Source: an optimization exercise on an open RTL-to-GDS flow (aim: small area and a short achievable clock period). Production flows keep margins and buffers that such runs may drop.
Function was not checked in any run shown here: the RTL went through the layout flow alone.
Power and IR drop assume default switching activity.

File: flow/design.v
module fp_multiplier (
    input         sign,
    input         clk,
    input         rst,
    input  [16:0] a,
    input  [16:0] b,
    output [17:0] out,
    output reg    overflow,
    output reg    underflow
);
  wire [17:0] xa = {sign & a[16], a};
  wire [17:0] yb = {sign & b[16], b};
  wire [8:0] neg_d, one_d, two_d;
  wire [18:0] ybz = {yb, 1'b0};
  genvar gi;
  generate for (gi = 0; gi < 9; gi = gi + 1) begin : benc
    wire y2 = ybz[2*gi+2], y1 = ybz[2*gi+1], y0 = ybz[2*gi];
    assign neg_d[gi] = y2 & ~(y1 & y0);
    assign one_d[gi] = y1 ^ y0;
    assign two_d[gi] = (y2 & ~y1 & ~y0) | (~y2 & y1 & y0);
  end endgenerate
  reg [17:0] xr;
  reg [8:0] negr, oner, twor;
  reg s1;
  always @(posedge clk) begin
    xr <= xa; negr <= neg_d; oner <= one_d; twor <= two_d; s1 <= sign;
  end
  wire [4:0] r8sel = one_d[8] ? xa[4:0] : two_d[8] ? {xa[3:0], 1'b0} : 5'd0;
  wire [5:0] r8sum = {1'b0, r8sel ^ {5{neg_d[8]}}} + neg_d[8];
  reg [5:0] r8r;
  always @(posedge clk) r8r <= r8sum;
  wire pp1, pp2, pp3, pp4, pp5, pp6, pp7, pp8, pp9, pp10, pp11, pp12;
  wire pp13, pp14, pp15, pp16, pp17, pp18, pp19, pp20, pp21, pp22, pp23, pp24;
  wire pp25, pp26, pp27, pp28, pp29, pp30, pp31, pp32, pp33, pp34, pp35, pp36;
  wire pp37, pp38, pp39, pp40, pp41, pp42, pp43, pp44, pp45, pp46, pp47, pp48;
  wire pp49, pp50, pp51, pp52, pp53, pp54, pp55, pp56, pp57, pp58, pp59, pp60;
  wire pp61, pp62, pp63, pp64, pp65, pp66, pp67, pp68, pp69, pp70, pp71, pp72;
  wire pp73, pp74, pp75, pp76, pp77, pp78, pp79, pp80, pp81, pp82, pp83, pp84;
  wire pp85, pp86, pp87, pp88, pp89, pp90, pp91, pp92, pp93, pp94, pp95, pp96;
  wire pp97, pp98, pp99, pp100, pp101, pp102, pp103, pp104, pp105, pp106, pp107, pp108;
  wire pp109, pp110, pp111, pp112, pp113, pp114, pp115, pp116, pp117, pp118, pp119, pp120;
  wire pp121, pp122, pp123, pp124, pp125, pp126, pp127, pp128, pp129, pp130, pp131, pp132;
  wire pp133, pp134, pp135, pp136, pp137, pp138, pp139, pp140, pp141, pp142, pp143, pp144;
  wire pp145, pp146, pp147, pp148, pp149, pp150, pp151, pp152, pp153, pp154, pp155, pp156;
  wire pp157, pp158, pp159, pp160, pp161, pp162, pp163, pp164, pp165, pp166, s167, c168;
  wire s169, c170, s171, c172, s173, c174, s175, c176, s177, c178, s179, c180;
  wire s181, c182, s183, c184, s185, c186, s187, c188, s189, c190, s191, c192;
  wire s193, c194, s195, c196, s197, c198, s199, c200, s201, c202, s203, c204;
  wire s205, c206, s207, c208, s209, c210, s211, c212, s213, c214, s215, c216;
  wire s217, c218, s219, c220, s221, c222, s223, c224, s225, c226, s227, c228;
  wire s229, c230, s231, c232, s233, c234, s235, c236, s237, s238, c239, s240;
  wire c241, s242, c243, s244, c245, s246, c247, s248, c249, s250, c251, s252;
  wire c253, s254, c255, s256, c257, s258, c259, s260, c261, s262, c263, s264;
  wire c265, s266, c267, s268, c269, s270, c271, s272, c273, s274, c275, s276;
  wire c277, s278, c279, s280, c281, s282, c283, s284, c285, s286, c287, s288;
  wire c289, s290, c291, s292, c293, s294, c295, s296, c297, s298, c299, s300;
  wire c301, s302, c303, s304, c305, s306, c307, s308, c309, s310, c311, s312;
  wire c313, s314, c315, s316, c317, s318, c319, s320, c321, s322, c323, s324;
  wire s325, c326, s327, c328, s329, c330, s331, c332, s333, c334, s335, c336;
  wire s337, c338, s339, c340, s341, c342, s343, c344, s345, c346, s347, c348;
  wire s349, c350, s351, c352, s353, c354, s355, c356, s357, c358, s359, c360;
  wire s361, c362, s363, c364, s365, c366, s367, c368, s369, c370, s371, c372;
  wire s373, c374, s375, c376, s377, c378, s379, s380, c381, s382, c383, s384;
  wire c385, s386, c387, s388, c389, s390, c391, s392, c393, s394, c395, s396;
  wire c397, s398, c399, s400, c401, s402, c403, s404, c405, s406, c407, s408;
  wire c409, s410, c411, s412, c413, s414, c415, s416, c417, s418, c419, s420;
  wire c421, s422, c423, s424, c425, s426, c427, s428, c429, s430, c431, s432;
  wire c433, s434, c435, s436, c437, s438, c439, s440, c441, s442, lg443, lp444;
  wire lg445, lp446, lg447, lp448, lg449, lp450, lg451, lp452, lg453, lp454, lg455, lp456;
  wire lg457, lp458, lg459, lp460, lg461, lp462, lG463, lP464, lG465, lP466, lG467, lP468;
  wire lG469, lP470, lG471, lP472, lG473, lP474, lG475, lP476, lG477, lP478, lG479, lP480;
  wire lG481, lP482, lG483, lP484, lG485, lP486, lG487, lP488, lG489, lP490, lG491, lP492;
  wire tg493, tp494, tg495, tp496, tg497, tp498, tg499, tp500, tg501, tp502, tg503, tp504;
  wire tG505, tP506, tG507, tP508, tG509, tP510, tG511, tP512, tG513, tP514, tG515, tP516;
  wire tG517, tP518, hg519, hp520, hg521, hp522, hg523, hp524, hg525, hp526, hg527, hp528;
  wire hg529, hp530, hg531, hp532, hg533, hp534, hg535, hp536, hg537, hp538, hg539, hp540;
  wire hg541, hp542, hg543, hp544, hg545, hp546, hg547, hp548, hg549, hp550, hg551, hp552;
  wire hg553, hp554, hg555, hp556, hg557, hp558, hg559, hp560, hg561, hp562, hg563, hp564;
  wire hg565, hp566, hg567, hp568, hG569, hP570, hG571, hP572, hG573, hP574, hG575, hP576;
  wire hG577, hP578, hG579, hP580, hG581, hP582, hG583, hP584, hG585, hP586, hG587, hP588;
  wire hG589, hP590, hG591, hP592, hG593, hP594, hG595, hP596, hG597, hP598, hG599, hP600;
  wire hG601, hP602, hG603, hP604, hG605, hP606, hG607, hP608, hG609, hP610, hG611, hP612;
  wire hG613, hP614, hG615, hP616, hG617, hP618, hG619, hP620, hG621, hP622, hG623, hP624;
  wire hG625, hP626, hG627, hP628, hG629, hP630, hG631, hP632, hG633, hP634, hG635, hP636;
  wire hG637, hP638, hG639, hP640, hG641, hP642, hG643, hP644, hG645, hP646, hG647, hP648;
  wire hG649, hP650, hG651, hP652, hG653, hP654, hG655, hP656, hG657, hP658, hG659, hP660;
  wire hG661, hP662, hG663, hP664, hG665, hP666, hG667, hP668, hG669, hP670, hG671, hP672;
  wire hG673, hP674, hG675, hP676;
  assign pp1 = ((oner[0] & xr[0])) ^ negr[0];
  assign pp2 = ((oner[0] & xr[1]) | (twor[0] & xr[0])) ^ negr[0];
  assign pp3 = ((oner[0] & xr[2]) | (twor[0] & xr[1])) ^ negr[0];
  assign pp4 = ((oner[0] & xr[3]) | (twor[0] & xr[2])) ^ negr[0];
  assign pp5 = ((oner[0] & xr[4]) | (twor[0] & xr[3])) ^ negr[0];
  assign pp6 = ((oner[0] & xr[5]) | (twor[0] & xr[4])) ^ negr[0];
  assign pp7 = ((oner[0] & xr[6]) | (twor[0] & xr[5])) ^ negr[0];
  assign pp8 = ((oner[0] & xr[7]) | (twor[0] & xr[6])) ^ negr[0];
  assign pp9 = ((oner[0] & xr[8]) | (twor[0] & xr[7])) ^ negr[0];
  assign pp10 = ((oner[0] & xr[9]) | (twor[0] & xr[8])) ^ negr[0];
  assign pp11 = ((oner[0] & xr[10]) | (twor[0] & xr[9])) ^ negr[0];
  assign pp12 = ((oner[0] & xr[11]) | (twor[0] & xr[10])) ^ negr[0];
  assign pp13 = ((oner[0] & xr[12]) | (twor[0] & xr[11])) ^ negr[0];
  assign pp14 = ((oner[0] & xr[13]) | (twor[0] & xr[12])) ^ negr[0];
  assign pp15 = ((oner[0] & xr[14]) | (twor[0] & xr[13])) ^ negr[0];
  assign pp16 = ((oner[0] & xr[15]) | (twor[0] & xr[14])) ^ negr[0];
  assign pp17 = ((oner[0] & xr[16]) | (twor[0] & xr[15])) ^ negr[0];
  assign pp18 = ((oner[0] & xr[17]) | (twor[0] & xr[16])) ^ negr[0];
  assign pp19 = ((oner[0] & xr[17]) | (twor[0] & xr[17])) ^ negr[0];
  assign pp20 = ~pp19;
  assign pp21 = ((oner[1] & xr[0])) ^ negr[1];
  assign pp22 = ((oner[1] & xr[1]) | (twor[1] & xr[0])) ^ negr[1];
  assign pp23 = ((oner[1] & xr[2]) | (twor[1] & xr[1])) ^ negr[1];
  assign pp24 = ((oner[1] & xr[3]) | (twor[1] & xr[2])) ^ negr[1];
  assign pp25 = ((oner[1] & xr[4]) | (twor[1] & xr[3])) ^ negr[1];
  assign pp26 = ((oner[1] & xr[5]) | (twor[1] & xr[4])) ^ negr[1];
  assign pp27 = ((oner[1] & xr[6]) | (twor[1] & xr[5])) ^ negr[1];
  assign pp28 = ((oner[1] & xr[7]) | (twor[1] & xr[6])) ^ negr[1];
  assign pp29 = ((oner[1] & xr[8]) | (twor[1] & xr[7])) ^ negr[1];
  assign pp30 = ((oner[1] & xr[9]) | (twor[1] & xr[8])) ^ negr[1];
  assign pp31 = ((oner[1] & xr[10]) | (twor[1] & xr[9])) ^ negr[1];
  assign pp32 = ((oner[1] & xr[11]) | (twor[1] & xr[10])) ^ negr[1];
  assign pp33 = ((oner[1] & xr[12]) | (twor[1] & xr[11])) ^ negr[1];
  assign pp34 = ((oner[1] & xr[13]) | (twor[1] & xr[12])) ^ negr[1];
  assign pp35 = ((oner[1] & xr[14]) | (twor[1] & xr[13])) ^ negr[1];
  assign pp36 = ((oner[1] & xr[15]) | (twor[1] & xr[14])) ^ negr[1];
  assign pp37 = ((oner[1] & xr[16]) | (twor[1] & xr[15])) ^ negr[1];
  assign pp38 = ((oner[1] & xr[17]) | (twor[1] & xr[16])) ^ negr[1];
  assign pp39 = ~(((oner[1] & xr[17]) | (twor[1] & xr[17])) ^ negr[1]);
  assign pp40 = ((oner[2] & xr[0])) ^ negr[2];
  assign pp41 = ((oner[2] & xr[1]) | (twor[2] & xr[0])) ^ negr[2];
  assign pp42 = ((oner[2] & xr[2]) | (twor[2] & xr[1])) ^ negr[2];
  assign pp43 = ((oner[2] & xr[3]) | (twor[2] & xr[2])) ^ negr[2];
  assign pp44 = ((oner[2] & xr[4]) | (twor[2] & xr[3])) ^ negr[2];
  assign pp45 = ((oner[2] & xr[5]) | (twor[2] & xr[4])) ^ negr[2];
  assign pp46 = ((oner[2] & xr[6]) | (twor[2] & xr[5])) ^ negr[2];
  assign pp47 = ((oner[2] & xr[7]) | (twor[2] & xr[6])) ^ negr[2];
  assign pp48 = ((oner[2] & xr[8]) | (twor[2] & xr[7])) ^ negr[2];
  assign pp49 = ((oner[2] & xr[9]) | (twor[2] & xr[8])) ^ negr[2];
  assign pp50 = ((oner[2] & xr[10]) | (twor[2] & xr[9])) ^ negr[2];
  assign pp51 = ((oner[2] & xr[11]) | (twor[2] & xr[10])) ^ negr[2];
  assign pp52 = ((oner[2] & xr[12]) | (twor[2] & xr[11])) ^ negr[2];
  assign pp53 = ((oner[2] & xr[13]) | (twor[2] & xr[12])) ^ negr[2];
  assign pp54 = ((oner[2] & xr[14]) | (twor[2] & xr[13])) ^ negr[2];
  assign pp55 = ((oner[2] & xr[15]) | (twor[2] & xr[14])) ^ negr[2];
  assign pp56 = ((oner[2] & xr[16]) | (twor[2] & xr[15])) ^ negr[2];
  assign pp57 = ((oner[2] & xr[17]) | (twor[2] & xr[16])) ^ negr[2];
  assign pp58 = ~(((oner[2] & xr[17]) | (twor[2] & xr[17])) ^ negr[2]);
  assign pp59 = ((oner[3] & xr[0])) ^ negr[3];
  assign pp60 = ((oner[3] & xr[1]) | (twor[3] & xr[0])) ^ negr[3];
  assign pp61 = ((oner[3] & xr[2]) | (twor[3] & xr[1])) ^ negr[3];
  assign pp62 = ((oner[3] & xr[3]) | (twor[3] & xr[2])) ^ negr[3];
  assign pp63 = ((oner[3] & xr[4]) | (twor[3] & xr[3])) ^ negr[3];
  assign pp64 = ((oner[3] & xr[5]) | (twor[3] & xr[4])) ^ negr[3];
  assign pp65 = ((oner[3] & xr[6]) | (twor[3] & xr[5])) ^ negr[3];
  assign pp66 = ((oner[3] & xr[7]) | (twor[3] & xr[6])) ^ negr[3];
  assign pp67 = ((oner[3] & xr[8]) | (twor[3] & xr[7])) ^ negr[3];
  assign pp68 = ((oner[3] & xr[9]) | (twor[3] & xr[8])) ^ negr[3];
  assign pp69 = ((oner[3] & xr[10]) | (twor[3] & xr[9])) ^ negr[3];
  assign pp70 = ((oner[3] & xr[11]) | (twor[3] & xr[10])) ^ negr[3];
  assign pp71 = ((oner[3] & xr[12]) | (twor[3] & xr[11])) ^ negr[3];
  assign pp72 = ((oner[3] & xr[13]) | (twor[3] & xr[12])) ^ negr[3];
  assign pp73 = ((oner[3] & xr[14]) | (twor[3] & xr[13])) ^ negr[3];
  assign pp74 = ((oner[3] & xr[15]) | (twor[3] & xr[14])) ^ negr[3];
  assign pp75 = ((oner[3] & xr[16]) | (twor[3] & xr[15])) ^ negr[3];
  assign pp76 = ((oner[3] & xr[17]) | (twor[3] & xr[16])) ^ negr[3];
  assign pp77 = ~(((oner[3] & xr[17]) | (twor[3] & xr[17])) ^ negr[3]);
  assign pp78 = ((oner[4] & xr[0])) ^ negr[4];
  assign pp79 = ((oner[4] & xr[1]) | (twor[4] & xr[0])) ^ negr[4];
  assign pp80 = ((oner[4] & xr[2]) | (twor[4] & xr[1])) ^ negr[4];
  assign pp81 = ((oner[4] & xr[3]) | (twor[4] & xr[2])) ^ negr[4];
  assign pp82 = ((oner[4] & xr[4]) | (twor[4] & xr[3])) ^ negr[4];
  assign pp83 = ((oner[4] & xr[5]) | (twor[4] & xr[4])) ^ negr[4];
  assign pp84 = ((oner[4] & xr[6]) | (twor[4] & xr[5])) ^ negr[4];
  assign pp85 = ((oner[4] & xr[7]) | (twor[4] & xr[6])) ^ negr[4];
  assign pp86 = ((oner[4] & xr[8]) | (twor[4] & xr[7])) ^ negr[4];
  assign pp87 = ((oner[4] & xr[9]) | (twor[4] & xr[8])) ^ negr[4];
  assign pp88 = ((oner[4] & xr[10]) | (twor[4] & xr[9])) ^ negr[4];
  assign pp89 = ((oner[4] & xr[11]) | (twor[4] & xr[10])) ^ negr[4];
  assign pp90 = ((oner[4] & xr[12]) | (twor[4] & xr[11])) ^ negr[4];
  assign pp91 = ((oner[4] & xr[13]) | (twor[4] & xr[12])) ^ negr[4];
  assign pp92 = ((oner[4] & xr[14]) | (twor[4] & xr[13])) ^ negr[4];
  assign pp93 = ((oner[4] & xr[15]) | (twor[4] & xr[14])) ^ negr[4];
  assign pp94 = ((oner[4] & xr[16]) | (twor[4] & xr[15])) ^ negr[4];
  assign pp95 = ((oner[4] & xr[17]) | (twor[4] & xr[16])) ^ negr[4];
  assign pp96 = ~(((oner[4] & xr[17]) | (twor[4] & xr[17])) ^ negr[4]);
  assign pp97 = ((oner[5] & xr[0])) ^ negr[5];
  assign pp98 = ((oner[5] & xr[1]) | (twor[5] & xr[0])) ^ negr[5];
  assign pp99 = ((oner[5] & xr[2]) | (twor[5] & xr[1])) ^ negr[5];
  assign pp100 = ((oner[5] & xr[3]) | (twor[5] & xr[2])) ^ negr[5];
  assign pp101 = ((oner[5] & xr[4]) | (twor[5] & xr[3])) ^ negr[5];
  assign pp102 = ((oner[5] & xr[5]) | (twor[5] & xr[4])) ^ negr[5];
  assign pp103 = ((oner[5] & xr[6]) | (twor[5] & xr[5])) ^ negr[5];
  assign pp104 = ((oner[5] & xr[7]) | (twor[5] & xr[6])) ^ negr[5];
  assign pp105 = ((oner[5] & xr[8]) | (twor[5] & xr[7])) ^ negr[5];
  assign pp106 = ((oner[5] & xr[9]) | (twor[5] & xr[8])) ^ negr[5];
  assign pp107 = ((oner[5] & xr[10]) | (twor[5] & xr[9])) ^ negr[5];
  assign pp108 = ((oner[5] & xr[11]) | (twor[5] & xr[10])) ^ negr[5];
  assign pp109 = ((oner[5] & xr[12]) | (twor[5] & xr[11])) ^ negr[5];
  assign pp110 = ((oner[5] & xr[13]) | (twor[5] & xr[12])) ^ negr[5];
  assign pp111 = ((oner[5] & xr[14]) | (twor[5] & xr[13])) ^ negr[5];
  assign pp112 = ((oner[5] & xr[15]) | (twor[5] & xr[14])) ^ negr[5];
  assign pp113 = ((oner[5] & xr[16]) | (twor[5] & xr[15])) ^ negr[5];
  assign pp114 = ((oner[5] & xr[17]) | (twor[5] & xr[16])) ^ negr[5];
  assign pp115 = ~(((oner[5] & xr[17]) | (twor[5] & xr[17])) ^ negr[5]);
  assign pp116 = ((oner[6] & xr[0])) ^ negr[6];
  assign pp117 = ((oner[6] & xr[1]) | (twor[6] & xr[0])) ^ negr[6];
  assign pp118 = ((oner[6] & xr[2]) | (twor[6] & xr[1])) ^ negr[6];
  assign pp119 = ((oner[6] & xr[3]) | (twor[6] & xr[2])) ^ negr[6];
  assign pp120 = ((oner[6] & xr[4]) | (twor[6] & xr[3])) ^ negr[6];
  assign pp121 = ((oner[6] & xr[5]) | (twor[6] & xr[4])) ^ negr[6];
  assign pp122 = ((oner[6] & xr[6]) | (twor[6] & xr[5])) ^ negr[6];
  assign pp123 = ((oner[6] & xr[7]) | (twor[6] & xr[6])) ^ negr[6];
  assign pp124 = ((oner[6] & xr[8]) | (twor[6] & xr[7])) ^ negr[6];
  assign pp125 = ((oner[6] & xr[9]) | (twor[6] & xr[8])) ^ negr[6];
  assign pp126 = ((oner[6] & xr[10]) | (twor[6] & xr[9])) ^ negr[6];
  assign pp127 = ((oner[6] & xr[11]) | (twor[6] & xr[10])) ^ negr[6];
  assign pp128 = ((oner[6] & xr[12]) | (twor[6] & xr[11])) ^ negr[6];
  assign pp129 = ((oner[6] & xr[13]) | (twor[6] & xr[12])) ^ negr[6];
  assign pp130 = ((oner[6] & xr[14]) | (twor[6] & xr[13])) ^ negr[6];
  assign pp131 = ((oner[6] & xr[15]) | (twor[6] & xr[14])) ^ negr[6];
  assign pp132 = ((oner[6] & xr[16]) | (twor[6] & xr[15])) ^ negr[6];
  assign pp133 = ((oner[6] & xr[17]) | (twor[6] & xr[16])) ^ negr[6];
  assign pp134 = ~(((oner[6] & xr[17]) | (twor[6] & xr[17])) ^ negr[6]);
  assign pp135 = ((oner[7] & xr[0])) ^ negr[7];
  assign pp136 = ((oner[7] & xr[1]) | (twor[7] & xr[0])) ^ negr[7];
  assign pp137 = ((oner[7] & xr[2]) | (twor[7] & xr[1])) ^ negr[7];
  assign pp138 = ((oner[7] & xr[3]) | (twor[7] & xr[2])) ^ negr[7];
  assign pp139 = ((oner[7] & xr[4]) | (twor[7] & xr[3])) ^ negr[7];
  assign pp140 = ((oner[7] & xr[5]) | (twor[7] & xr[4])) ^ negr[7];
  assign pp141 = ((oner[7] & xr[6]) | (twor[7] & xr[5])) ^ negr[7];
  assign pp142 = ((oner[7] & xr[7]) | (twor[7] & xr[6])) ^ negr[7];
  assign pp143 = ((oner[7] & xr[8]) | (twor[7] & xr[7])) ^ negr[7];
  assign pp144 = ((oner[7] & xr[9]) | (twor[7] & xr[8])) ^ negr[7];
  assign pp145 = ((oner[7] & xr[10]) | (twor[7] & xr[9])) ^ negr[7];
  assign pp146 = ((oner[7] & xr[11]) | (twor[7] & xr[10])) ^ negr[7];
  assign pp147 = ((oner[7] & xr[12]) | (twor[7] & xr[11])) ^ negr[7];
  assign pp148 = ((oner[7] & xr[13]) | (twor[7] & xr[12])) ^ negr[7];
  assign pp149 = ((oner[7] & xr[14]) | (twor[7] & xr[13])) ^ negr[7];
  assign pp150 = ((oner[7] & xr[15]) | (twor[7] & xr[14])) ^ negr[7];
  assign pp151 = ((oner[7] & xr[16]) | (twor[7] & xr[15])) ^ negr[7];
  assign pp152 = ((oner[7] & xr[17]) | (twor[7] & xr[16])) ^ negr[7];
  assign pp153 = ~(((oner[7] & xr[17]) | (twor[7] & xr[17])) ^ negr[7]);
  assign pp154 = ((oner[8] & xr[5]) | (twor[8] & xr[4])) ^ negr[8];
  assign pp155 = ((oner[8] & xr[6]) | (twor[8] & xr[5])) ^ negr[8];
  assign pp156 = ((oner[8] & xr[7]) | (twor[8] & xr[6])) ^ negr[8];
  assign pp157 = ((oner[8] & xr[8]) | (twor[8] & xr[7])) ^ negr[8];
  assign pp158 = ((oner[8] & xr[9]) | (twor[8] & xr[8])) ^ negr[8];
  assign pp159 = ((oner[8] & xr[10]) | (twor[8] & xr[9])) ^ negr[8];
  assign pp160 = ((oner[8] & xr[11]) | (twor[8] & xr[10])) ^ negr[8];
  assign pp161 = ((oner[8] & xr[12]) | (twor[8] & xr[11])) ^ negr[8];
  assign pp162 = ((oner[8] & xr[13]) | (twor[8] & xr[12])) ^ negr[8];
  assign pp163 = ((oner[8] & xr[14]) | (twor[8] & xr[13])) ^ negr[8];
  assign pp164 = ((oner[8] & xr[15]) | (twor[8] & xr[14])) ^ negr[8];
  assign pp165 = ((oner[8] & xr[16]) | (twor[8] & xr[15])) ^ negr[8];
  assign pp166 = ((oner[8] & xr[17]) | (twor[8] & xr[16])) ^ negr[8];
  fp_ha u_s167 (.a(negr[5]), .b(pp11), .s(s167), .co(c168));
  fp_ha u_s169 (.a(pp12), .b(pp30), .s(s169), .co(c170));
  fp_fa u_s171 (.a(negr[6]), .b(pp13), .c(pp31), .s(s171), .co(c172));
  fp_ha u_s173 (.a(pp48), .b(pp65), .s(s173), .co(c174));
  fp_fa u_s175 (.a(pp14), .b(pp32), .c(pp49), .s(s175), .co(c176));
  fp_ha u_s177 (.a(pp66), .b(pp83), .s(s177), .co(c178));
  fp_fa u_s179 (.a(negr[7]), .b(pp15), .c(pp33), .s(s179), .co(c180));
  fp_fa u_s181 (.a(pp50), .b(pp67), .c(pp84), .s(s181), .co(c182));
  fp_ha u_s183 (.a(pp101), .b(pp118), .s(s183), .co(c184));
  fp_fa u_s185 (.a(pp16), .b(pp34), .c(pp51), .s(s185), .co(c186));
  fp_fa u_s187 (.a(pp68), .b(pp85), .c(pp102), .s(s187), .co(c188));
  fp_ha u_s189 (.a(pp119), .b(pp136), .s(s189), .co(c190));
  fp_fa u_s191 (.a(r8r[0]), .b(pp17), .c(pp35), .s(s191), .co(c192));
  fp_fa u_s193 (.a(pp52), .b(pp69), .c(pp86), .s(s193), .co(c194));
  fp_fa u_s195 (.a(pp103), .b(pp120), .c(pp137), .s(s195), .co(c196));
  fp_fa u_s197 (.a(r8r[1]), .b(pp18), .c(pp36), .s(s197), .co(c198));
  fp_fa u_s199 (.a(pp53), .b(pp70), .c(pp87), .s(s199), .co(c200));
  fp_fa u_s201 (.a(pp104), .b(pp121), .c(pp138), .s(s201), .co(c202));
  fp_fa u_s203 (.a(r8r[2]), .b(pp19), .c(pp37), .s(s203), .co(c204));
  fp_fa u_s205 (.a(pp54), .b(pp71), .c(pp88), .s(s205), .co(c206));
  fp_fa u_s207 (.a(pp105), .b(pp122), .c(pp139), .s(s207), .co(c208));
  fp_fa u_s209 (.a(r8r[3]), .b(pp19), .c(pp38), .s(s209), .co(c210));
  fp_fa u_s211 (.a(pp55), .b(pp72), .c(pp89), .s(s211), .co(c212));
  fp_fa u_s213 (.a(pp106), .b(pp123), .c(pp140), .s(s213), .co(c214));
  fp_fa u_s215 (.a(r8r[4]), .b(pp39), .c(pp56), .s(s215), .co(c216));
  fp_fa u_s217 (.a(pp73), .b(pp90), .c(pp107), .s(s217), .co(c218));
  fp_fa u_s219 (.a(pp124), .b(pp141), .c(pp20), .s(s219), .co(c220));
  assign s221 = ~(r8r[5] ^ pp57);
  assign c222 = r8r[5] | pp57;
  fp_fa u_s223 (.a(pp74), .b(pp91), .c(pp108), .s(s223), .co(c224));
  fp_fa u_s225 (.a(pp125), .b(pp142), .c(pp154), .s(s225), .co(c226));
  fp_fa u_s227 (.a(pp58), .b(pp75), .c(pp92), .s(s227), .co(c228));
  fp_fa u_s229 (.a(pp109), .b(pp126), .c(pp143), .s(s229), .co(c230));
  assign s231 = ~(pp76 ^ pp93);
  assign c232 = pp76 | pp93;
  fp_ha u_s233 (.a(pp110), .b(pp127), .s(s233), .co(c234));
  fp_fa u_s235 (.a(pp77), .b(pp94), .c(pp111), .s(s235), .co(c236));
  assign s237 = ~pp95;
  fp_ha u_s238 (.a(negr[3]), .b(pp7), .s(s238), .co(c239));
  fp_ha u_s240 (.a(pp8), .b(pp26), .s(s240), .co(c241));
  fp_fa u_s242 (.a(negr[4]), .b(pp9), .c(pp27), .s(s242), .co(c243));
  fp_ha u_s244 (.a(pp44), .b(pp61), .s(s244), .co(c245));
  fp_fa u_s246 (.a(pp10), .b(pp28), .c(pp45), .s(s246), .co(c247));
  fp_ha u_s248 (.a(pp62), .b(pp79), .s(s248), .co(c249));
  fp_fa u_s250 (.a(pp29), .b(pp46), .c(pp63), .s(s250), .co(c251));
  fp_fa u_s252 (.a(pp80), .b(pp97), .c(s167), .s(s252), .co(c253));
  fp_fa u_s254 (.a(pp47), .b(pp64), .c(pp81), .s(s254), .co(c255));
  fp_fa u_s256 (.a(pp98), .b(c168), .c(s169), .s(s256), .co(c257));
  fp_fa u_s258 (.a(pp82), .b(pp99), .c(pp116), .s(s258), .co(c259));
  fp_fa u_s260 (.a(c170), .b(s173), .c(s171), .s(s260), .co(c261));
  fp_fa u_s262 (.a(pp100), .b(pp117), .c(c174), .s(s262), .co(c263));
  fp_fa u_s264 (.a(s177), .b(c172), .c(s175), .s(s264), .co(c265));
  fp_fa u_s266 (.a(pp135), .b(c178), .c(s183), .s(s266), .co(c267));
  fp_fa u_s268 (.a(c176), .b(s179), .c(s181), .s(s268), .co(c269));
  fp_fa u_s270 (.a(c184), .b(s189), .c(c180), .s(s270), .co(c271));
  fp_fa u_s272 (.a(c182), .b(s185), .c(s187), .s(s272), .co(c273));
  fp_fa u_s274 (.a(c190), .b(c186), .c(c188), .s(s274), .co(c275));
  fp_fa u_s276 (.a(s191), .b(s193), .c(s195), .s(s276), .co(c277));
  fp_fa u_s278 (.a(c192), .b(c194), .c(c196), .s(s278), .co(c279));
  fp_fa u_s280 (.a(s197), .b(s199), .c(s201), .s(s280), .co(c281));
  fp_fa u_s282 (.a(c198), .b(c200), .c(c202), .s(s282), .co(c283));
  fp_fa u_s284 (.a(s203), .b(s205), .c(s207), .s(s284), .co(c285));
  fp_fa u_s286 (.a(c204), .b(c206), .c(c208), .s(s286), .co(c287));
  fp_fa u_s288 (.a(s209), .b(s211), .c(s213), .s(s288), .co(c289));
  fp_fa u_s290 (.a(c210), .b(c212), .c(c214), .s(s290), .co(c291));
  fp_fa u_s292 (.a(s215), .b(s217), .c(s219), .s(s292), .co(c293));
  fp_fa u_s294 (.a(s221), .b(c216), .c(c218), .s(s294), .co(c295));
  fp_fa u_s296 (.a(c220), .b(s223), .c(s225), .s(s296), .co(c297));
  fp_fa u_s298 (.a(pp155), .b(c222), .c(c224), .s(s298), .co(c299));
  fp_fa u_s300 (.a(c226), .b(s227), .c(s229), .s(s300), .co(c301));
  fp_fa u_s302 (.a(pp144), .b(pp156), .c(s231), .s(s302), .co(c303));
  fp_fa u_s304 (.a(s233), .b(c228), .c(c230), .s(s304), .co(c305));
  fp_fa u_s306 (.a(pp128), .b(pp145), .c(pp157), .s(s306), .co(c307));
  fp_fa u_s308 (.a(c232), .b(c234), .c(s235), .s(s308), .co(c309));
  fp_fa u_s310 (.a(pp112), .b(pp129), .c(pp146), .s(s310), .co(c311));
  fp_fa u_s312 (.a(pp158), .b(s237), .c(c236), .s(s312), .co(c313));
  fp_fa u_s314 (.a(pp95), .b(pp96), .c(pp113), .s(s314), .co(c315));
  fp_fa u_s316 (.a(pp130), .b(pp147), .c(pp159), .s(s316), .co(c317));
  assign s318 = ~(pp114 ^ pp131);
  assign c319 = pp114 | pp131;
  fp_ha u_s320 (.a(pp148), .b(pp160), .s(s320), .co(c321));
  fp_fa u_s322 (.a(pp115), .b(pp132), .c(pp149), .s(s322), .co(c323));
  assign s324 = ~pp133;
  fp_ha u_s325 (.a(negr[2]), .b(pp5), .s(s325), .co(c326));
  fp_ha u_s327 (.a(pp6), .b(pp24), .s(s327), .co(c328));
  fp_fa u_s329 (.a(pp25), .b(pp42), .c(pp59), .s(s329), .co(c330));
  fp_fa u_s331 (.a(pp43), .b(pp60), .c(c239), .s(s331), .co(c332));
  fp_fa u_s333 (.a(pp78), .b(c241), .c(s244), .s(s333), .co(c334));
  fp_fa u_s335 (.a(c245), .b(s248), .c(c243), .s(s335), .co(c336));
  fp_fa u_s337 (.a(c249), .b(c247), .c(s250), .s(s337), .co(c338));
  fp_fa u_s339 (.a(c251), .b(s254), .c(c253), .s(s339), .co(c340));
  fp_fa u_s341 (.a(c255), .b(s258), .c(c257), .s(s341), .co(c342));
  fp_fa u_s343 (.a(c259), .b(s262), .c(c261), .s(s343), .co(c344));
  fp_fa u_s345 (.a(c263), .b(s266), .c(c265), .s(s345), .co(c346));
  fp_fa u_s347 (.a(c267), .b(c269), .c(s270), .s(s347), .co(c348));
  fp_fa u_s349 (.a(c271), .b(c273), .c(s274), .s(s349), .co(c350));
  fp_fa u_s351 (.a(c275), .b(c277), .c(s278), .s(s351), .co(c352));
  fp_fa u_s353 (.a(c279), .b(c281), .c(s282), .s(s353), .co(c354));
  fp_fa u_s355 (.a(c283), .b(c285), .c(s286), .s(s355), .co(c356));
  fp_fa u_s357 (.a(c287), .b(c289), .c(s290), .s(s357), .co(c358));
  fp_fa u_s359 (.a(c291), .b(s294), .c(c293), .s(s359), .co(c360));
  fp_fa u_s361 (.a(c295), .b(c297), .c(s298), .s(s361), .co(c362));
  fp_fa u_s363 (.a(s302), .b(c299), .c(c301), .s(s363), .co(c364));
  fp_fa u_s365 (.a(s306), .b(c303), .c(c305), .s(s365), .co(c366));
  fp_fa u_s367 (.a(c307), .b(s310), .c(c309), .s(s367), .co(c368));
  fp_fa u_s369 (.a(c311), .b(s314), .c(s316), .s(s369), .co(c370));
  fp_fa u_s371 (.a(s318), .b(s320), .c(c315), .s(s371), .co(c372));
  fp_fa u_s373 (.a(pp161), .b(c319), .c(c321), .s(s373), .co(c374));
  fp_fa u_s375 (.a(pp150), .b(pp162), .c(s324), .s(s375), .co(c376));
  fp_fa u_s377 (.a(pp133), .b(pp134), .c(pp151), .s(s377), .co(c378));
  assign s379 = ~pp152;
  fp_ha u_s380 (.a(negr[1]), .b(pp3), .s(s380), .co(c381));
  fp_ha u_s382 (.a(pp4), .b(pp22), .s(s382), .co(c383));
  fp_fa u_s384 (.a(pp23), .b(pp40), .c(s325), .s(s384), .co(c385));
  fp_fa u_s386 (.a(pp41), .b(c326), .c(s327), .s(s386), .co(c387));
  fp_fa u_s388 (.a(c328), .b(s238), .c(s329), .s(s388), .co(c389));
  fp_fa u_s390 (.a(s240), .b(c330), .c(s331), .s(s390), .co(c391));
  fp_fa u_s392 (.a(s242), .b(c332), .c(s333), .s(s392), .co(c393));
  fp_fa u_s394 (.a(s246), .b(c334), .c(s335), .s(s394), .co(c395));
  fp_fa u_s396 (.a(s252), .b(c336), .c(s337), .s(s396), .co(c397));
  fp_fa u_s398 (.a(s256), .b(c338), .c(s339), .s(s398), .co(c399));
  fp_fa u_s400 (.a(s260), .b(c340), .c(s341), .s(s400), .co(c401));
  fp_fa u_s402 (.a(s264), .b(c342), .c(s343), .s(s402), .co(c403));
  fp_fa u_s404 (.a(s268), .b(c344), .c(s345), .s(s404), .co(c405));
  fp_fa u_s406 (.a(s272), .b(c346), .c(s347), .s(s406), .co(c407));
  fp_fa u_s408 (.a(s276), .b(c348), .c(s349), .s(s408), .co(c409));
  fp_fa u_s410 (.a(s280), .b(c350), .c(s351), .s(s410), .co(c411));
  fp_fa u_s412 (.a(s284), .b(c352), .c(s353), .s(s412), .co(c413));
  fp_fa u_s414 (.a(s288), .b(c354), .c(s355), .s(s414), .co(c415));
  fp_fa u_s416 (.a(s292), .b(c356), .c(s357), .s(s416), .co(c417));
  fp_fa u_s418 (.a(s296), .b(c358), .c(s359), .s(s418), .co(c419));
  fp_fa u_s420 (.a(s300), .b(c360), .c(s361), .s(s420), .co(c421));
  fp_fa u_s422 (.a(s304), .b(c362), .c(s363), .s(s422), .co(c423));
  fp_fa u_s424 (.a(s308), .b(s365), .c(c364), .s(s424), .co(c425));
  fp_fa u_s426 (.a(s312), .b(c366), .c(s367), .s(s426), .co(c427));
  fp_fa u_s428 (.a(c313), .b(s369), .c(c368), .s(s428), .co(c429));
  fp_fa u_s430 (.a(c317), .b(c370), .c(s371), .s(s430), .co(c431));
  fp_fa u_s432 (.a(s322), .b(s373), .c(c372), .s(s432), .co(c433));
  fp_fa u_s434 (.a(c323), .b(s375), .c(c374), .s(s434), .co(c435));
  fp_fa u_s436 (.a(pp163), .b(c376), .c(s377), .s(s436), .co(c437));
  fp_fa u_s438 (.a(pp164), .b(s379), .c(c378), .s(s438), .co(c439));
  fp_fa u_s440 (.a(pp152), .b(pp153), .c(pp165), .s(s440), .co(c441));
  assign s442 = ~pp166;
  assign lg443 = (negr[0] & pp1);
  assign lp444 = (negr[0] ^ pp1);
  assign lg445 = (pp2 & 1'b0);
  assign lp446 = (pp2 ^ 1'b0);
  assign lg447 = (s380 & pp21);
  assign lp448 = (s380 ^ pp21);
  assign lg449 = (c381 & s382);
  assign lp450 = (c381 ^ s382);
  assign lg451 = (c383 & s384);
  assign lp452 = (c383 ^ s384);
  assign lg453 = (c385 & s386);
  assign lp454 = (c385 ^ s386);
  assign lg455 = (c387 & s388);
  assign lp456 = (c387 ^ s388);
  assign lg457 = (c389 & s390);
  assign lp458 = (c389 ^ s390);
  assign lg459 = (c391 & s392);
  assign lp460 = (c391 ^ s392);
  assign lg461 = (c393 & s394);
  assign lp462 = (c393 ^ s394);
  assign lG463 = lg445 | (lp446 & lg443);
  assign lP464 = lp446 & lp444;
  assign lG465 = lg449 | (lp450 & lg447);
  assign lP466 = lp450 & lp448;
  assign lG467 = lg453 | (lp454 & lg451);
  assign lP468 = lp454 & lp452;
  assign lG469 = lg457 | (lp458 & lg455);
  assign lP470 = lp458 & lp456;
  assign lG471 = lg461 | (lp462 & lg459);
  assign lP472 = lp462 & lp460;
  assign lG473 = lg447 | (lp448 & lG463);
  assign lP474 = lp448 & lP464;
  assign lG475 = lG465 | (lP466 & lG463);
  assign lP476 = lP466 & lP464;
  assign lG477 = lg455 | (lp456 & lG467);
  assign lP478 = lp456 & lP468;
  assign lG479 = lG469 | (lP470 & lG467);
  assign lP480 = lP470 & lP468;
  assign lG481 = lg451 | (lp452 & lG475);
  assign lP482 = lp452 & lP476;
  assign lG483 = lG467 | (lP468 & lG475);
  assign lP484 = lP468 & lP476;
  assign lG485 = lG477 | (lP478 & lG475);
  assign lP486 = lP478 & lP476;
  assign lG487 = lG479 | (lP480 & lG475);
  assign lP488 = lP480 & lP476;
  assign lG489 = lg459 | (lp460 & lG487);
  assign lP490 = lp460 & lP488;
  assign lG491 = lG471 | (lP472 & lG487);
  assign lP492 = lP472 & lP488;
  wire ck_w = lG491;
  wire [9:0] lzt = {((c393 ^ s394) ~^ (c391 | s392)), ((c391 ^ s392) ~^ (c389 | s390)), ((c389 ^ s390) ~^ (c387 | s388)), ((c387 ^ s388) ~^ (c385 | s386)), ((c385 ^ s386) ~^ (c383 | s384)), ((c383 ^ s384) ~^ (c381 | s382)), ((c381 ^ s382) ~^ (s380 | pp21)), ((s380 ^ pp21) ~^ (pp2 | 1'b0)), ((pp2 ^ 1'b0) ~^ (negr[0] | pp1)), ~(negr[0] ^ pp1)};
  wire [9:0] lot = {(c393 ^ s394), (c391 ^ s392), (c389 ^ s390), (c387 ^ s388), (c385 ^ s386), (c383 ^ s384), (c381 ^ s382), (s380 ^ pp21), (pp2 ^ 1'b0), (negr[0] ^ pp1)};
  assign tg493 = (c431 & s432);
  assign tp494 = (c431 ^ s432);
  assign tg495 = (c433 & s434);
  assign tp496 = (c433 ^ s434);
  assign tg497 = (c435 & s436);
  assign tp498 = (c435 ^ s436);
  assign tg499 = (c437 & s438);
  assign tp500 = (c437 ^ s438);
  assign tg501 = (c439 & s440);
  assign tp502 = (c439 ^ s440);
  assign tg503 = (c441 & s442);
  assign tp504 = (c441 ^ s442);
  assign tG505 = tg495 | (tp496 & tg493);
  assign tP506 = tp496 & tp494;
  assign tG507 = tg499 | (tp500 & tg497);
  assign tP508 = tp500 & tp498;
  assign tG509 = tg503 | (tp504 & tg501);
  assign tP510 = tp504 & tp502;
  assign tG511 = tg497 | (tp498 & tG505);
  assign tP512 = tp498 & tP506;
  assign tG513 = tG507 | (tP508 & tG505);
  assign tP514 = tP508 & tP506;
  assign tG515 = tg501 | (tp502 & tG513);
  assign tP516 = tp502 & tP514;
  assign tG517 = tG509 | (tP510 & tG513);
  assign tP518 = tP510 & tP514;
  wire [23:0] ha_w = {(tp504 ^ tG515), (tp502 ^ tG513), (tp500 ^ tG511), (tp498 ^ tG505), (tp496 ^ tg493), tp494, c429, c427, c425, c423, c421, c419, c417, c415, c413, c411, c409, c407, c405, c403, c401, c399, c397, c395};
  wire [17:0] hb_w = {s430, s428, s426, s424, s422, s420, s418, s416, s414, s412, s410, s408, s406, s404, s402, s400, s398, s396};
  reg [23:0] ra;
  reg [17:0] rb;
  reg lor, land, ck, s2, rst_d;
  always @(posedge clk) begin
    ra <= ha_w; rb <= hb_w; s2 <= s1; rst_d <= rst;
    lor <= ~&lzt; land <= &lot; ck <= ck_w;
  end
  assign hg519 = (ck & ck);
  assign hp520 = (ck ^ ck);
  assign hg521 = (ra[0] & rb[0]);
  assign hp522 = (ra[0] ^ rb[0]);
  assign hg523 = (ra[1] & rb[1]);
  assign hp524 = (ra[1] ^ rb[1]);
  assign hg525 = (ra[2] & rb[2]);
  assign hp526 = (ra[2] ^ rb[2]);
  assign hg527 = (ra[3] & rb[3]);
  assign hp528 = (ra[3] ^ rb[3]);
  assign hg529 = (ra[4] & rb[4]);
  assign hp530 = (ra[4] ^ rb[4]);
  assign hg531 = (ra[5] & rb[5]);
  assign hp532 = (ra[5] ^ rb[5]);
  assign hg533 = (ra[6] & rb[6]);
  assign hp534 = (ra[6] ^ rb[6]);
  assign hg535 = (ra[7] & rb[7]);
  assign hp536 = (ra[7] ^ rb[7]);
  assign hg537 = (ra[8] & rb[8]);
  assign hp538 = (ra[8] ^ rb[8]);
  assign hg539 = (ra[9] & rb[9]);
  assign hp540 = (ra[9] ^ rb[9]);
  assign hg541 = (ra[10] & rb[10]);
  assign hp542 = (ra[10] ^ rb[10]);
  assign hg543 = (ra[11] & rb[11]);
  assign hp544 = (ra[11] ^ rb[11]);
  assign hg545 = (ra[12] & rb[12]);
  assign hp546 = (ra[12] ^ rb[12]);
  assign hg547 = (ra[13] & rb[13]);
  assign hp548 = (ra[13] ^ rb[13]);
  assign hg549 = (ra[14] & rb[14]);
  assign hp550 = (ra[14] ^ rb[14]);
  assign hg551 = (ra[15] & rb[15]);
  assign hp552 = (ra[15] ^ rb[15]);
  assign hg553 = (ra[16] & rb[16]);
  assign hp554 = (ra[16] ^ rb[16]);
  assign hg555 = (ra[17] & rb[17]);
  assign hp556 = (ra[17] ^ rb[17]);
  assign hg557 = (ra[18] & 1'b0);
  assign hp558 = (ra[18] ^ 1'b0);
  assign hg559 = (ra[19] & 1'b0);
  assign hp560 = (ra[19] ^ 1'b0);
  assign hg561 = (ra[20] & 1'b0);
  assign hp562 = (ra[20] ^ 1'b0);
  assign hg563 = (ra[21] & 1'b0);
  assign hp564 = (ra[21] ^ 1'b0);
  assign hg565 = (ra[22] & 1'b0);
  assign hp566 = (ra[22] ^ 1'b0);
  assign hg567 = (ra[23] & 1'b0);
  assign hp568 = (ra[23] ^ 1'b0);
  assign hG569 = hg521 | (hp522 & hg519);
  assign hP570 = hp522 & hp520;
  assign hG571 = hg525 | (hp526 & hg523);
  assign hP572 = hp526 & hp524;
  assign hG573 = hg529 | (hp530 & hg527);
  assign hP574 = hp530 & hp528;
  assign hG575 = hg533 | (hp534 & hg531);
  assign hP576 = hp534 & hp532;
  assign hG577 = hg537 | (hp538 & hg535);
  assign hP578 = hp538 & hp536;
  assign hG579 = hg541 | (hp542 & hg539);
  assign hP580 = hp542 & hp540;
  assign hG581 = hg545 | (hp546 & hg543);
  assign hP582 = hp546 & hp544;
  assign hG583 = hg549 | (hp550 & hg547);
  assign hP584 = hp550 & hp548;
  assign hG585 = hg553 | (hp554 & hg551);
  assign hP586 = hp554 & hp552;
  assign hG587 = hg557 | (hp558 & hg555);
  assign hP588 = hp558 & hp556;
  assign hG589 = hg561 | (hp562 & hg559);
  assign hP590 = hp562 & hp560;
  assign hG591 = hg565 | (hp566 & hg563);
  assign hP592 = hp566 & hp564;
  assign hG593 = hg523 | (hp524 & hG569);
  assign hP594 = hp524 & hP570;
  assign hG595 = hG571 | (hP572 & hG569);
  assign hP596 = hP572 & hP570;
  assign hG597 = hg531 | (hp532 & hG573);
  assign hP598 = hp532 & hP574;
  assign hG599 = hG575 | (hP576 & hG573);
  assign hP600 = hP576 & hP574;
  assign hG601 = hg539 | (hp540 & hG577);
  assign hP602 = hp540 & hP578;
  assign hG603 = hG579 | (hP580 & hG577);
  assign hP604 = hP580 & hP578;
  assign hG605 = hg547 | (hp548 & hG581);
  assign hP606 = hp548 & hP582;
  assign hG607 = hG583 | (hP584 & hG581);
  assign hP608 = hP584 & hP582;
  assign hG609 = hg555 | (hp556 & hG585);
  assign hP610 = hp556 & hP586;
  assign hG611 = hG587 | (hP588 & hG585);
  assign hP612 = hP588 & hP586;
  assign hG613 = hg563 | (hp564 & hG589);
  assign hP614 = hp564 & hP590;
  assign hG615 = hG591 | (hP592 & hG589);
  assign hP616 = hP592 & hP590;
  assign hG617 = hg527 | (hp528 & hG595);
  assign hP618 = hp528 & hP596;
  assign hG619 = hG573 | (hP574 & hG595);
  assign hP620 = hP574 & hP596;
  assign hG621 = hG597 | (hP598 & hG595);
  assign hP622 = hP598 & hP596;
  assign hG623 = hG599 | (hP600 & hG595);
  assign hP624 = hP600 & hP596;
  assign hG625 = hg543 | (hp544 & hG603);
  assign hP626 = hp544 & hP604;
  assign hG627 = hG581 | (hP582 & hG603);
  assign hP628 = hP582 & hP604;
  assign hG629 = hG605 | (hP606 & hG603);
  assign hP630 = hP606 & hP604;
  assign hG631 = hG607 | (hP608 & hG603);
  assign hP632 = hP608 & hP604;
  assign hG633 = hg559 | (hp560 & hG611);
  assign hP634 = hp560 & hP612;
  assign hG635 = hG589 | (hP590 & hG611);
  assign hP636 = hP590 & hP612;
  assign hG637 = hG613 | (hP614 & hG611);
  assign hP638 = hP614 & hP612;
  assign hG639 = hG615 | (hP616 & hG611);
  assign hP640 = hP616 & hP612;
  assign hG641 = hg535 | (hp536 & hG623);
  assign hP642 = hp536 & hP624;
  assign hG643 = hG577 | (hP578 & hG623);
  assign hP644 = hP578 & hP624;
  assign hG645 = hG601 | (hP602 & hG623);
  assign hP646 = hP602 & hP624;
  assign hG647 = hG603 | (hP604 & hG623);
  assign hP648 = hP604 & hP624;
  assign hG649 = hG625 | (hP626 & hG623);
  assign hP650 = hP626 & hP624;
  assign hG651 = hG627 | (hP628 & hG623);
  assign hP652 = hP628 & hP624;
  assign hG653 = hG629 | (hP630 & hG623);
  assign hP654 = hP630 & hP624;
  assign hG655 = hG631 | (hP632 & hG623);
  assign hP656 = hP632 & hP624;
  assign hG657 = hg567 | (hp568 & hG639);
  assign hP658 = hp568 & hP640;
  assign hG659 = hg551 | (hp552 & hG655);
  assign hP660 = hp552 & hP656;
  assign hG661 = hG585 | (hP586 & hG655);
  assign hP662 = hP586 & hP656;
  assign hG663 = hG609 | (hP610 & hG655);
  assign hP664 = hP610 & hP656;
  assign hG665 = hG611 | (hP612 & hG655);
  assign hP666 = hP612 & hP656;
  assign hG667 = hG633 | (hP634 & hG655);
  assign hP668 = hP634 & hP656;
  assign hG669 = hG635 | (hP636 & hG655);
  assign hP670 = hP636 & hP656;
  assign hG671 = hG637 | (hP638 & hG655);
  assign hP672 = hP638 & hP656;
  assign hG673 = hG639 | (hP640 & hG655);
  assign hP674 = hP640 & hP656;
  assign hG675 = hG657 | (hP658 & hG655);
  assign hP676 = hP658 & hP656;
  wire [33:10] ph = {(hp568 ^ hG673), (hp566 ^ hG671), (hp564 ^ hG669), (hp562 ^ hG667), (hp560 ^ hG665), (hp558 ^ hG663), (hp556 ^ hG661), (hp554 ^ hG659), (hp552 ^ hG655), (hp550 ^ hG653), (hp548 ^ hG651), (hp546 ^ hG649), (hp544 ^ hG647), (hp542 ^ hG645), (hp540 ^ hG643), (hp538 ^ hG641), (hp536 ^ hG623), (hp534 ^ hG621), (hp532 ^ hG619), (hp530 ^ hG617), (hp528 ^ hG595), (hp526 ^ hG593), (hp524 ^ hG569), (hp522 ^ hg519)};
  wire neg = s2 & ph[33];
  wire ovf_w = neg ? ~&ph[33:25] : |ph[33:24];
  wire unf_w = neg ? ~(&ph[15:10] & land) : (|ph[15:10] | lor);
  wire clr = rst | rst_d;
  reg [17:0] out_r;
  always @(posedge clk) begin
    out_r     <= clr ? 18'd0 : ph[31:14];
    overflow  <= clr ? 1'b0 : ovf_w;
    underflow <= clr ? 1'b0 : unf_w;
  end
  assign out = out_r;
endmodule
module fp_fa (input a, input b, input c, output s, output co);
  assign s = a ^ b ^ c;
  assign co = (a & b) | (c & (a ^ b));
endmodule
module fp_ha (input a, input b, output s, output co);
  assign s = a ^ b;
  assign co = a & b;
endmodule
File: flow/run.sh
#!/bin/bash
# synth_recipe.tcl (not shown) runs the flow's synth.tcl, then flattens the netlist and writes it again
# the make line also repeats each setting of config.mk as NAME=value (left out here)
make -C /OpenROAD-flow-scripts/flow DESIGN_CONFIG=/design/flow/config.mk WORK_HOME=/design/flow/orfs CLKGATE_MAP_FILE= SYNTH_SCRIPT=/design/flow/synth_recipe.tcl finish
File: flow/config.mk
export PLATFORM = sky130hd
export DESIGN_NAME = fp_multiplier
export DESIGN_NICKNAME = fp_multiplier
export VERILOG_FILES = /design/flow/design.v
export SDC_FILE = /design/flow/constraint.sdc
export NUM_CORES = 4
export LEC_CHECK = 0
export CAP_MARGIN = 20
export CORE_MARGIN = 2
export CORE_UTILIZATION = 40
export SETUP_SLACK_MARGIN = 5
export SLEW_MARGIN = 20
export SYNTH_HIERARCHICAL = 1
File: flow/constraint.sdc
create_clock -name core_clock -period 8.0 [get_ports {clk}]
set_input_delay 1.6000 -clock core_clock [delete_from_list [all_inputs] [get_ports {clk}]]
set_output_delay 1.6000 -clock core_clock [all_outputs]
set_load 0.01 [all_outputs]
==> results.txt, run 1 <==
Clock network:
- The number of levels the H-tree was split into is 4.
- The cts-stage hold buffer count is 0.
- The CTS tree is built.
- In this run, CTS created clock tree buffers numbering 17.
- The TritonCTS sink count is about 120.
- In this run the clock root is driven by a clkbuf_16.
- The clock latency at the later pin of the worst-skew pair is about 430 ps.
- After clock tree synthesis, the clock-pin slew on the worst setup and hold paths is approximately 70 ps.
- No sink is reached through more buffers than the 2 on the longest clock path.

Setup path:
- The critical path is of the reg -> reg type.
- The critical path goes through a22oi_2 > xnor2_2 > fa_1 > fa_2 > fa_2 > ha_2 > inv_2 > fa_2 > inv_2 > a21o_1 > a21o_1 > fa_2 > xor2_1 > xnor2_1 > xnor2_1.
- For this design, the slowest cell found on the critical path is fa_1.
- The biggest cell delay along the critical path is 530 ps.
- STA classifies the critical path endpoint as a flop.
- The highest net fanout along the worst path is 18.
- The critical path launch point type is a flop.
- The required time of the critical path is 8310 ps.
- Counting stages on the worst path, the most repeated cell is fa_2.
- The worst endpoint data arrival time is slightly below 4000 ps.

Timing:
- At the pin with the least slew margin, the transition time is roughly 440 ps.
- The count of final max-slew check failures is 0.
- After layout, the minimum clock period comes to between 3000 and 4000 ps.
- Setup repair after global routing could not meet its margin everywhere.
- In this run the tightest slew margin relative to its limit is 70.3%.
- The setup violation total in the final timing report is 0.
- The final clock period utilization by the worst path is 45.6%.
- After routing, the total negative slack on setup checks comes to 0 ps.
- The timing-limited maximum frequency is ~270 MHz.
- The count of final hold-check violations is 0.
- Between clock sinks in the finished design, the worst skew comes to 15.9 ps.

Final layout:
- At the end of the flow, the number of nets in the layout was 1269.
- The core occupancy in the finished layout is about half.
- The total non-filler cell area in the finished layout is roughly 13000 um^2.
- Of the cells placed in the final design, the portion with a size suffix greater than 1 is between 20% and 30%.
- The number of antenna diodes in the final layout is 0.
- Relative to the synthesized area, the layout overhead comes to 25.7%.

Global routing:
- Entering global routing, the biggest net connects 21 pins.
- The overall overflow remaining after global route is 0.
- The initial antenna violation count came to 0.
- The number of global-route vias before repair is 7395.
- The total routing resource utilization after global routing is roughly a fifth.
- The first-pass GRT wire length is 41900 um.

Drt:
- Before antenna repair, the detailed router went through 6 iterations.
- The number of routed nets with antenna violations is 0.
- The final layout contains routed wiring with a total length of 26900 um.
- The average vias per placed instance is roughly 5.3.
- Summing over every cut layer, the via total after detailed routing is about 7.3k.
- The detailed router finished its first iteration with a little over 600 violations.
- The detailed-route wire length per cell is around 20 um.
- For this run, design rule violations remaining after detail routing come to 0.

Synth:
- Of all cell types, the one taking the most synthesized area is fa_1.
- Among all cell types in the netlist, the one instantiated most often is xnor2_1.
- The dominant register cell in the synthesized netlist is dfxtp_1.
- By area the synthesized netlist is led by fa_1 (25%), dfxtp_1 (24%), xnor2_1 (15%), a22oi_1 (11%), ha_1 (8.0%).
- The post-synthesis sequential area ratio is 23.5%.
- Counting flops with an async set or reset pin after synthesis yields a share of 0%.
- In this run the mean area of a mapped cell was ~10 um^2.
- The synthesized netlist contains 50 unique library cells.
- The count of yosys warnings during synthesis is 7.
- In this run the cell area of the synthesized design comes to just over 10000 um^2.
- The share of the synthesized area in the top cell type is between 20% and 30%.
- Synthesis produced a netlist with a net count of around 1.2k.
- The synthesized design contains 0 enable-type register cells.
- The total of flip-flops plus latches after synthesis is 119.
- The number of cells produced by synthesis is 970.
- By count the netlist is led by xnor2_1 (175), a22oi_1 (149), fa_1 (125), dfxtp_1 (119), clkbuf_1 (71).

Placement:
- The half-perimeter wire length of the detailed placement result is 18700 um.
- The count of buffers from port buffering is 56.
- At the end of routability-driven placement, the weighted congestion stood at between 0.8 and 0.9.
- After detailed placement, the total cell area comes to 10900 um^2.

Floorplan:
- The die height is about 160 um.
- The die extent in x is between 150 and 200 um.
- The die covers ~27000 um^2.
- The core area is roughly 25000 um^2.
- The placement row count is between 50 and 60.
- The starting density of the core is about two fifths.
- 57 I/O pins were placed.

Worst hold path:
- The worst hold path belongs to the class reg -> reg.

Job:
- The number of max-cap violations is 0.

Status:
- The run finished with no timing, DRC or antenna violations.

Power and ir drop:
- Dividing total power by cell area gives a power density of 346 nW/um^2.
- Summed over all cells, the static leakage comes to around 0.0049 uW.
- Across the VDD grid, the largest voltage drop is around 0.00014 V.
## metrics by stage
stage,hold slack (ps),setup WS (ps),cells,power (uW)
CTS,421,4310,1344,4320
floorplan,310,4350,970,2770
detailed placement,408,3880,1274,3420
finish,449,4360,1385,4400
global placement,405,3950,1274,3360
global route,439,4200,1385,4860
## worst max-delay path: cells and delay by family, from the launching register on
kind,cells,cell delay [ps]
AOI/OAI and AO/OA,3,430
xor gates and xnor gates,4,580
adders and majority gates,6,1950
buffers and inverters,2,90
DFF,1,480
## cell usage in the layout, fill, tap and decap left out, drive strengths merged, types with 4 or more instances in the layout
| cell | instances |
|---|---|
| clkbuf | 18 |
| nand3b | 7 |
| nand3 | 5 |
| nand2b | 6 |
| inv | 44 |
| nand4 | 9 |
| a21oi | 14 |
| fa | 125 |
| a22oi | 149 |
| o21ai | 28 |
| nor2 | 28 |
| nor2b | 9 |
| xnor2 | 175 |
| a21o | 4 |
| clkdlybuf4s50 | 54 |
| buf | 89 |
| and2 | 4 |
| nor3 | 5 |
| dfxtp | 119 |
| ha | 65 |
| xor2 | 24 |
| nand2 | 29 |
## modules after synthesis (local to each module, per instance)
module	cells	flops+latches	copies in the design
fp_fa	1	0	117
fp_ha	1	0	16
fp_multiplier	837	119	1
## registers in the layout, indices dropped and copies added (netlist names)
name and count:
ck 1, land 1, lor 1, negr 9, oner 9, out_r 18
overflow 1, r8r 6, ra 24, rb 18, rst_d 1, s1 1
s2 1, twor 9, underflow 1, xr 18
## cell type report
type	instances	area [um^2]
clock buffer	17	425
multi-input combinational	720	7600
fill	2258	12300
sequential	119	2510
timing repair buffer	147	1470
tap	330	413
inverter	37	139
clock inverter	15	166
## layer usage
metal | wire length [um] | track usage, % | share of wire (%) | up-vias
li1 | - | - | - | 3453
met1 | 12400 | 29.2 | 46 | 3552
met2 | 12100 | 31.4 | 45 | 300
met3 | 2050 | 5.28 | 7.6 | 37
met4 | 410 | 6.40 | 1.5 | 0
met5 | 0 | 0 | 0 | -
## kinds of logic after synthesis
family                     share of synthesized area, %
buffers and inverters                              4.90
xor gates and xnor gates                           17.2
adders and majority gates                          32.8
AOI/OAI and AO/OA                                  15.6
and+or+nand+nor                                    5.94
DFF                                                23.5
## worst paths after layout
path	start	endpoint	slack (ps)	cells after the start
worst min-delay path	s1	s2	450	0
worst min register to register	s1	s2	450	0
worst max register to register	twor[6]	ra[23]	4360	15
worst max-delay path	twor[6]	ra[23]	4360	15
## power by group
part	internal (uW)	total [uW]	switching (uW)
combinational	1300	2680	1380
sequential	797	932	135
clock	466	789	323
total	2570	4400	1840
## what timing repair did
item / 4_1_cts / 5_1_grt
cloned: 1 / 1
endpoints found under the setup margin: 41 / 33
setup buffers: 37 / 40
gates resized for setup: 123 / 55
pin swaps: 37 / 52
endpoints found under the hold margin: 0 / 0
==> run 2, diff against run 1 <==
--- a/flow/config.mk
+++ b/flow/config.mk
@@ -8,5 +8,6 @@
 export CAP_MARGIN = 20
 export CORE_MARGIN = 2
-export CORE_UTILIZATION = 40
+export CORE_UTILIZATION = 65
+export PLACE_DENSITY = 0.75
 export SETUP_SLACK_MARGIN = 5
 export SLEW_MARGIN = 20
==> results.txt, run 2 <==
Status:
- The run finished with no timing, DRC or antenna violations.

Synth:
- The total of flip-flops plus latches after synthesis is 119 (unchanged).
- The share of the synthesized area in the top cell type is 24.7% (unchanged).
- The average footprint of a synthesized cell is 10.4 um^2 (unchanged).
- The dominant register cell in the synthesized netlist is dfxtp_1.
- Ranked by total cell area, the synthesized netlist is headed by fa_1 (25%), dfxtp_1 (24%), xnor2_1 (15%), a22oi_1 (11%), ha_1 (8.0%).
- The distinct cell type count after synthesis is 50 (unchanged).
- The post-synthesis sequential area ratio came to 23.5% (unchanged).
- The cell area after technology mapping is 10100 um^2 (unchanged).
- The number of nets in the synthesized netlist is 1197 (unchanged).
- The most common cell in the netlist is xnor2_1.
- The number of flops mapped to enable cells by yosys came to 0 (unchanged).
- The count of yosys warnings during synthesis is 7 (unchanged).
- The fraction of synthesis flops using an asynchronous set or reset pin was 0% (unchanged).
- The synthesized design spends more area on one cell type than any other, namely fa_1.
- The number of cells produced by synthesis is 970 (unchanged).
- In the synthesized netlist, the cells that appear most often are xnor2_1 (175), a22oi_1 (149), fa_1 (125), dfxtp_1 (119), clkbuf_1 (71).

Timing:
- The transition time at the pin with the least slew margin was 497 ps (+54.4 ps).
- The headroom to the max-slew limit was 66.9% (-3.4 points).
- The count of final max-slew check failures was 0 (unchanged).
- The count of final hold-check violations is 0 (unchanged).
- Setup repair after global routing could not meet its margin everywhere.
- The total negative setup slack is 0 ps (unchanged).
- The final critical-path required period is 3760 ps (+114 ps).
- The setup violation total in the final timing report is 0 (unchanged).
- The timing-limited maximum frequency is 266 MHz (-3.0%).
- The final clock skew is 8.93 ps (-6.99 ps).
- The final worst hold slack came to 409 ps (-40.2 ps).
- The final clock period utilization by the worst path is 47.0% (+1.4 points).

Final layout:
- The count of placed standard cells in the final layout, fillers left out came to 1247 (-10%).
- From synthesis to final layout, the design area changed by 27.7%.
- The final layout net count was 1273 (+0.32%).
- The flip-flop count of the largest register after layout came to 24 (unchanged).
- The final antenna diode count is 0 (unchanged).
- Leaving out fill and tap cells, the most frequent cells in the layout are xnor2_1 (150), a22oi_1 (96), dfxtp_1 (80), fa_1 (79), buf_4 (65).
- The fraction of layout cells with a size suffix above 1 is 29.8% (+5.4 points).
- The total non-filler cell area in the finished layout is 12900 um^2 (+1.6%).
- The register name with the most flops is ra.
- The library cell used most frequently in the layout, excluding fill and tap cells, is xnor2_1.

Setup path:
- The highest net fanout along the worst path was 5 (-13).
- The critical path is of the reg -> reg type.
- The worst setup path is launched from a flop.
- The required time of the critical path came to 8360 ps (+50 ps).
- The worst endpoint data arrival time is 4120 ps (+170 ps).
- STA classifies the critical path endpoint as a flop.

Drt:
- The average vias per placed instance is 6.60 (+25%).
- The count of routing violations after the opening detailed-route iteration is 699 (+13%).
- The number of remaining DRC errors is 0 (unchanged).
- The detailed-route wire length per cell is 24.8 um (+28%).
- The number of routed nets with antenna violations was 0 (unchanged).
- The total number of vias came to 8232 (+12%).
- The total length of routed wires is 30900 um (+15%).
- The number of search-and-repair iterations in the first detailed-routing pass is 7 (+1).

Clock network:
- The number of levels the H-tree was split into came to 4 (unchanged).
- The clock transition at the registers of the reported paths is 60 ps (about the same).
- The TritonCTS sink count is 119 (unchanged).
- The CTS root buffer is clkbuf_16.
- The clock latency at the later pin of the worst-skew pair came to 430 ps (about the same).
- The total clock buffers created by CTS is 17 (unchanged).
- The number of buffers on the longest clock path is 2 (unchanged).
- The CTS tree is built.

Placement:
- The count of buffers from port buffering is 56 (unchanged).
- The placed instance count came to 1129 (-11%).
- The half-perimeter wire length of the detailed placement result came to 18800 um (+0.26%).
- The global placement routability congestion was 0.945 (+7.9%).
- The standard cell area after detailed placement came to 10700 um^2 (-1.8%).

Power and ir drop:
- The power dissipated by switching net loads is 1910 uW (+3.6%).
- The power density over the cells is 351 nW/um^2 (+1.4%).
- The portion of total power attributed to the clock network is 17.2% (-0.7 points).
- The leakage power came to 0.00500 uW (+2.9%).
- The internal cell power is 2630 uW (+2.5%).
- The peak supply drop is 0.000230 V (+66%).
- The switching power share of the total was 42.0% (+0.25 points).
- The combinational cell fraction of total power is 62.3% (+1.4 points).
- The sequential power share is 20.5% (-0.7 points).

Global routing:
- The pin count of the biggest net entering global routing is 21 (unchanged).
- The number of global-route vias before repair is 8233 (+11%).
- The total routing resource utilization after global routing was 36.5% (+16 points).
- The overall overflow remaining after global route was 0 (unchanged).
- The first-pass GRT wire length is 45200 um (+7.8%).
- The initial antenna violation count is 1 (+1).

Floorplan:
- The count of boundary I/O pins is 57 (unchanged).
- The die height was 129 um (-21%).
- The die area is 16600 um^2 (-38%).
- The placement row count came to 45 (-22%).
- The core area is 15200 um^2 (-39%).
- The die extent in x is 129 um (-21%).
- The starting density of the core is 66.5% (+26 points).

Worst hold path:
- The class of the tightest hold or removal check is reg -> reg.

Job:
- The number of max-cap violations is 0 (unchanged).
==> run 2: cell families after synthesis <==
family	Yosys count	share of synthesized area [%]
compound gates	215	15.6
flops	119	23.5
xor+xnor	199	17.2
simple gates	116	5.94
buf+inv	131	4.90
fa+ha+maj	190	32.8
==> run 2: power groups by stage <==
| stage | clock network [uW] | logic (uW) | registers [uW] |
|---|---|---|---|
| finish | 781 | 2830 | 928 |
| global route | 811 | 3120 | 940 |
| CTS | 778 | 2660 | 925 |
| detailed placement | 0 | 2470 | 971 |
| global placement | 0 | 2330 | 963 |
| floorplan | 0 | 1890 | 879 |
==> run 2: final cells by class <==
class / instances / area [um^2]
Sequential cell: 119 / 2520
Fill cell: 747 / 2280
Timing Repair Buffer: 151 / 1500
Clock buffer: 24 / 472
Tap cell: 188 / 235
Multi-Input combinational cell: 720 / 7930
Clock inverter: 8 / 121
Inverter: 37 / 139
==> run 2: path summary, 6_finish.rpt <==
path | startpoint | to | slack (ps) | cells past startpoint
setup / recovery | xr[17] | ra[23] | 4240 | 16
hold / removal | s1 | s2 | 410 | 0
setup reg to reg | xr[17] | ra[23] | 4240 | 16
hold reg to reg | s1 | s2 | 410 | 0
==> run 2: Yosys stat by module (local to each module, per instance) <==
module / flops+latches / cells / times used
fp_multiplier: 119 / 837 / 1
fp_ha: 0 / 1 / 16
fp_fa: 0 / 1 / 117
==> run 2: timing repair <==
item / in CTS / in global routing
setup buffers: 68 / 16
hold buffers: 0 / 0
pin swaps: 71 / 57
resized for setup: 170 / 80
cloned: 1 / 1
endpoints found under the setup margin: 44 / 35
==> run 2: per-stage QoR <==
stage	util, %	worst slack [ps]	total power, uW
2_1_floorplan	-	4350	2770
3_3_place_gp	70.6	3830	3290
3_5_place_dp	70.6	3750	3440
4_1_cts	81.6	4370	4370
5_1_grt	85.0	4140	4870
6_report	85.0	4240	4530
==> run 2: critical path, cell delays in order, from the launching register on <==
cell	delay [ps]
dfxtp_4	370
a22oi_2	230
xor2_1	190
ha_2	290
inv_1	80
fa_2	430
fa_2	360
ha_2	190
inv_2	50
fa_2	180
inv_2	40
a21o_1	140
a21o_1	190
fa_2	340
xor2_1	170
xnor2_1	270
xnor2_1	150
==> run 2: metal layers <==
metal  part of all wire [%]  track usage [%]
met1                     39             47.5
met2                     49             60.8
met3                    9.0             8.32
met4                    3.5             11.8
met5                      0                0

-- port drivers added, routing unchanged --
The results above use ideal ports. As a check the final layouts listed here were re-extracted and re-timed, cells and wires unchanged.
Step 1, drivers: a clkbuf_16 drives clk and a buf_2 each remaining input, both assumed.
Step 2, shift: input delay + t, output delay - t, t = (earliest + latest rising clock arrival at the registers) / 2. This alone moves slack from input paths to output paths.
Slacks: no drivers / after step 1 / after step 2; pairs: no drivers / after step 1.
run | t, ns | setup slack, ns | worst setup path after step 2 | clock arrival spread, ns | worst data-port slew with drivers (ns)
run 1 | 0.464 | 4.356 / 4.356 / 4.356 | register to register | 0.016 / 0.016 | 0.03
run 2 | 0.466 | 4.242 / 4.242 / 4.242 | register to register | 0.010 / 0.009 | 0.05
After both steps setup and hold are still met in every run listed.
